Source: an optimization exercise on an open RTL-to-GDS flow (aim: small area, a short achievable clock period and few clock cycles). Production flows keep margins and buffers that such runs may drop. Where RTL was checked, it was by simulation tests only, not by an equivalence proof against the original.

// seq_multi
module seq_multi #(
    parameter WIDTH = 32
)
(
    input wire logic clk,
    input wire logic rst,
    input wire logic start,
    input wire logic [WIDTH - 1:0] multiplier,
    input wire logic [WIDTH - 1:0] multiplicand,
    output logic busy,
    output logic [(WIDTH * 2) - 1:0] product
);
For scale: ~2500 cells after synthesis, about 180 flip-flops.
clock: 5.0 ns
lec_check: 0
cap_margin: 20
core_margin: 2
core_utilization: 55
setup_slack_margin: 0.5
slew_margin: 20
standard.sh (not shown) runs the stock make flow with config.mk's settings and CLKGATE_MAP_FILE= SYNTH_SCRIPT=/design/flow/synth_recipe.tcl, a recipe that flattens the netlist after the stock synthesis.
==> flow/flow/run.sh <==
#!/bin/bash
# The standard layout, with the port buffers made of buf_1 cells instead of the
# delay-buffer cells buffer_ports picks by default.
set -euo pipefail
export BUFFER_PORTS_ARGS="-buffer_cell sky130_fd_sc_hd__buf_1"
bash standard.sh finish > standard.log 2>&1
Then changed:
--- a/flow/design.v
+++ b/flow/design.v
@@ -1253,21 +1253,23 @@
     assign fc251 = ((1'b1) & (pp8[32] | yb[48])) | ((fc203) & ((1'b1) ^ (pp8[32] | yb[48])));
     wire [63:0] ts = {1'b1, 1'b1, 1'b1, 1'b1, 1'b1, 1'b1, 1'b1, 1'b1, 1'b1, 1'b1, 1'b1, 1'b1, 1'b1, 1'b1, ~ng[8], fs251, fs250, fc248, fs248, fs247, fs246, fc244, fc243, fc242, fc241, fc240, fc239, fc238, fc237, fc236, fc235, fc234, fc233, fc232, fc231, fc230, fc229, fc228, fc227, fc226, fc225, fc224, fc223, fc222, fc221, fc220, fc219, fc218, fc217, fc216, fc215, fc214, fc213, fc212, fc211, fc210, fc209, fc208, fc207, fc206, fc205, fc204, hc20, pp0[0] | xb[0]};
     wire [63:0] tc = {1'b0, 1'b0, 1'b0, 1'b0, 1'b0, 1'b0, 1'b0, 1'b0, 1'b0, 1'b0, 1'b0, 1'b0, 1'b0, 1'b0, fc251, fc250, fc249, fs249, fc247, fc246, fc245, fs245, fs244, fs243, fs242, fs241, fs240, fs239, fs238, fs237, fs236, fs235, fs234, fs233, fs232, fs231, fs230, fs229, fs228, fs227, fs226, fs225, fs224, fs223, fs222, fs221, fs220, fs219, fs218, fs217, fs216, fs215, fs214, fs213, fs212, fs211, fs210, fs209, fs208, fs207, fs206, fs205, fs204, hs20};
     always_ff @(posedge clk) begin
         busy <= ~rst & accept & need_b;
         bm <= ~rst & start & ~bm & need_b;
         bq <= ~rst & start & ~bq & need_b;
         bx <= ~rst & start & ~bx & need_b;
         bd <= ~rst & start & ~bd & need_b;
-        m <= multiplicand;
-        q <= multiplier[31:17];
-        n8 <= multiplier[17];
+        if (~bm) begin
+            m <= multiplicand;
+            q <= multiplier[31:17];
+            n8 <= multiplier[17];
+        end
         if (start & ~bd) begin
             s <= ts;
             c <= tc;
         end else if (bd) begin
             s <= {ts[47:0], lo[15:0]};
             c <= {tc[47:0], 16'd0};
         end else begin
             s <= product;
             c <= 64'd0;
Hold slack gains 0.011 ns.
Die area drops by 0.39%.
Cell count climbs by 2.3%.
Register-to-register slack gains 0.09 ns.
Synthesized cell count climbs by 2.1%.
Testbench counts after the change, summed over its fixed seeds: cycles 907.
No functional check of the RTL was part of the first run of this note.


seq_multi, a different RTL version from the one above (not shown whole).
Size in the first run: roughly 2700 cells after synthesis, ~180 flip-flops, roughly 23000 µm² of cells after synthesis.
clock: 5.0 ns
lec_check: 0
cap_margin: 20
core_margin: 2
core_utilization: 40
setup_slack_margin: 0.5
slew_margin: 20
==> flow/flow/run.sh <==
#!/bin/bash
# The standard layout, with the port buffers made of buf_4 cells instead of the
# delay-buffer cells buffer_ports picks by default.
set -euo pipefail
export BUFFER_PORTS_ARGS="-buffer_cell sky130_fd_sc_hd__buf_4"
bash standard.sh finish > standard.log 2>&1
The baseline produced a clean layout.
Testbench counts at the start, summed over its fixed seeds: cycles 1,024.
Then changed:
--- a/flow/design.v
+++ b/flow/design.v
@@ -896,17 +896,14 @@
         if (~bm) begin
             m <= multiplicand;
             q <= multiplier[31:17];
             n8 <= multiplier[17];
         end
         if (start & ~bd) begin
             s <= ts;
             c <= tc;
         end else if (bd) begin
             s <= {ts[47:0], lo[15:0]};
             c <= {tc[47:0], 16'd0};
-        end else begin
-            s[63:16] <= product[63:16];
-            c <= 64'd0;
         end
     end
 endmodule
Result: Critical path depth came out lower by 1; routed wire length came out lower by 6.7%; hold slack is worse by 8.6 ps; synthesized area came out higher by 2.1%; cell area came out higher by 1.0%; via count came out lower by 3.4%; register-to-register slack barely changes; worst setup slack is better by 61 ps; core utilization came out lower by 0.61 points; die area came out higher by 2.0%.
Function not checked in the second run of this note: the RTL went through the layout flow alone.


Setup of run A:
seq_multi, a different RTL version from the one above (not shown whole).
Size: about 180 flip-flops, roughly 0.022 mm² of cells after synthesis.
clock: 5.0 ns
lec_check: 0
cap_margin: 20
core_margin: 2
core_utilization: 55
setup_slack_margin: 0.5
slew_margin: 20
==> flow/flow/run.sh <==
#!/bin/bash
# The standard layout, with the port buffers made of buf_1 cells instead of the
# delay-buffer cells buffer_ports picks by default.
set -euo pipefail
export BUFFER_PORTS_ARGS="-buffer_cell sky130_fd_sc_hd__buf_1"
bash standard.sh finish > standard.log 2>&1
Run A reached the end of the flow, and the finished layout is clean on the timing, design-rule and antenna checks.
Here is what was changed in the inputs of run B compared with run A.
diff --git a/flow/design.v b/flow/design.v
--- a/flow/design.v
+++ b/flow/design.v
@@ -11,17 +11,18 @@
     output logic [(WIDTH * 2) - 1:0] product
 );
     logic [63:0] s, c;         
     logic [31:0] m;            
     logic [31:17] q;           
     logic n8;                  
     logic bm, bq, bx, bd;
     wire accept = start & ~busy;
-    wire need_b = |multiplier[31:17];
+    wire mz = ~|multiplicand;
+    wire need_b = |multiplier[31:17] & ~mz;
     wire [63:0] psum;
     assign product = psum;
     wire [31:0] ms = bm ? m : multiplicand;
     wire [32:0] qa = {multiplier, 1'b0};     
     wire ng0 = ~bq & (qa[2]);
     wire on0 = ~bq & (qa[1] ^ qa[0]);
     wire tw0 = ~bq & ((qa[2] & ~qa[1] & ~qa[0]) | (~qa[2] & qa[1] & qa[0]));
     wire ng1 = bq ? (q[19]) : (qa[4]);
@@ -40,17 +41,17 @@
     wire on5 = bq ? (q[26] ^ q[25]) : (qa[11] ^ qa[10]);
     wire tw5 = bq ? ((q[27] & ~q[26] & ~q[25]) | (~q[27] & q[26] & q[25])) : ((qa[12] & ~qa[11] & ~qa[10]) | (~qa[12] & qa[11] & qa[10]));
     wire ng6 = bq ? (q[29]) : (qa[14]);
     wire on6 = bq ? (q[28] ^ q[27]) : (qa[13] ^ qa[12]);
     wire tw6 = bq ? ((q[29] & ~q[28] & ~q[27]) | (~q[29] & q[28] & q[27])) : ((qa[14] & ~qa[13] & ~qa[12]) | (~qa[14] & qa[13] & qa[12]));
     wire ng7 = bq ? (q[31]) : (qa[16]);
     wire on7 = bq ? (q[30] ^ q[29]) : (qa[15] ^ qa[14]);
     wire tw7 = bq ? ((q[31] & ~q[30] & ~q[29]) | (~q[31] & q[30] & q[29])) : ((qa[16] & ~qa[15] & ~qa[14]) | (~qa[16] & qa[15] & qa[14]));
-    wire ng8 = ~bq & (qa[18]);
+    wire ng8 = ~bq & (qa[18]) & ~mz;
     wire on8 = ~bq & (qa[17] ^ qa[16]);
     wire tw8 = ~bq & ((qa[18] & ~qa[17] & ~qa[16]) | (~qa[18] & qa[17] & qa[16]));
     wire [8:0] ng = {ng8, ng7, ng6, ng5, ng4, ng3, ng2, ng1, ng0};
     wire [8:0] on = {on8, on7, on6, on5, on4, on3, on2, on1, on0};
     wire [8:0] tw = {tw8, tw7, tw6, tw5, tw4, tw3, tw2, tw1, tw0};
     wire [33:0] ms2 = {1'b0, ms, 1'b0};    
     wire [32:0] pp0 = (({33{on[0]}} & ms2[33:1]) | ({33{tw[0]}} & ms2[32:0])) ^ {33{ng[0]}};
     wire [32:0] pp1 = (({33{on[1]}} & ms2[33:1]) | ({33{tw[1]}} & ms2[32:0])) ^ {33{ng[1]}};
@@ -1214,21 +1215,19 @@
     wire [63:0] ts = {1'b1, 1'b1, 1'b1, 1'b1, 1'b1, 1'b1, 1'b1, 1'b1, 1'b1, 1'b1, 1'b1, 1'b1, 1'b1, 1'b1, ~ng[8], fs251, fs250, fc248, fs248, fs247, fs246, fc244, fc243, fc242, fc241, fc240, fc239, fc238, fc237, fc236, fc235, fc234, fc233, fc232, fc231, fc230, fc229, fc228, fc227, fc226, fc225, fc224, fc223, fc222, fc221, fc220, fc219, fc218, fc217, fc216, fc215, fc214, fc213, fc212, fc211, fc210, fc209, fc208, fc207, fc206, fc205, fc204, hc20, pp0[0] | xb[0]};
     wire [63:0] tc = {1'b0, 1'b0, 1'b0, 1'b0, 1'b0, 1'b0, 1'b0, 1'b0, 1'b0, 1'b0, 1'b0, 1'b0, 1'b0, 1'b0, fc251, fc250, fc249, fs249, fc247, fc246, fc245, fs245, fs244, fs243, fs242, fs241, fs240, fs239, fs238, fs237, fs236, fs235, fs234, fs233, fs232, fs231, fs230, fs229, fs228, fs227, fs226, fs225, fs224, fs223, fs222, fs221, fs220, fs219, fs218, fs217, fs216, fs215, fs214, fs213, fs212, fs211, fs210, fs209, fs208, fs207, fs206, fs205, fs204, hs20};
     always_ff @(posedge clk) begin
         busy <= ~rst & accept & need_b;
         bm <= ~rst & start & ~bm & need_b;
         bq <= ~rst & start & ~bq & need_b;
         bx <= ~rst & start & ~bx & need_b;
         bd <= ~rst & start & ~bd & need_b;
-        if (~bm) begin
-            m <= multiplicand;
-            q <= multiplier[31:17];
-            n8 <= multiplier[17];
-        end
+        m <= multiplicand;
+        q <= multiplier[31:17];
+        n8 <= multiplier[17] & ~mz;
         if (start & ~bd) begin
             s <= ts;
             c <= tc;
         end else if (bd) begin
             s <= {ts[47:0], product[15:0]};
             c <= {tc[47:0], 16'd0};
         end else begin
             s <= product;
Results
- Run B against run A: number of multi-input combinational cells in the layout shows an increase of 35; total via count after detailed routing rose by about 1.6%; total core area moved up; wire length of the first global-routing pass increased 3100 µm.
- The final clock period utilization by the worst path number comes out lower for run B vs run A.
- Across both runs, layout overhead on the synthesized area was higher for run B than for run A.
- Half-perimeter wire length after detailed placement: run B lower than run A
- Run A vs run B, capture point of the critical path: product[60] vs product[43]
- Fmax delta for run B relative to run A: about 1.2% higher
No functional check of the RTL was part of any run of this note.

-- port drivers added, routing unchanged --
The flow's constraints put no driver on any port. The routed layouts listed below were extracted and timed again, unchanged, in two steps. Step 1: set_driving_cell puts a clkbuf_16 on clk and a buf_2 on each other input, an assumption about the parent block. Step 2 also shifts input and output timing later by t, the mid clock arrival at the registers, as if the neighbouring blocks saw the same clock. Three values: ideal ports, drivers, drivers and shift; two values: the first two.
run	t, ns	setup WS [ns]	worst setup path at the end	latest minus earliest clock arrival (ns)
the first run of note 1	0.554	0.366 / 0.306 / -0.009	input to register	0.019 / 0.019
the second run of note 1	0.551	0.497 / 0.437 / 0.104	input to register	0.017 / 0.018
the first run of note 2	0.553	0.486 / 0.426 / 0.092	input to register	0.025 / 0.025
the second run of note 2	0.564	0.547 / 0.531 / 0.026	input to register	0.017 / 0.017
run A	0.546	0.381 / 0.322 / 0.089	input to register	0.014 / 0.014
run B	0.550	0.434 / 0.374 / -0.035	input to register	0.019 / 0.018
Met with ideal ports but missed after step 2: setup timing in the first run of note 1 and run B. For the second run of note 2, which loses most, drivers alone change the setup slack by -0.016 ns; drivers and shift together by -0.521 ns.
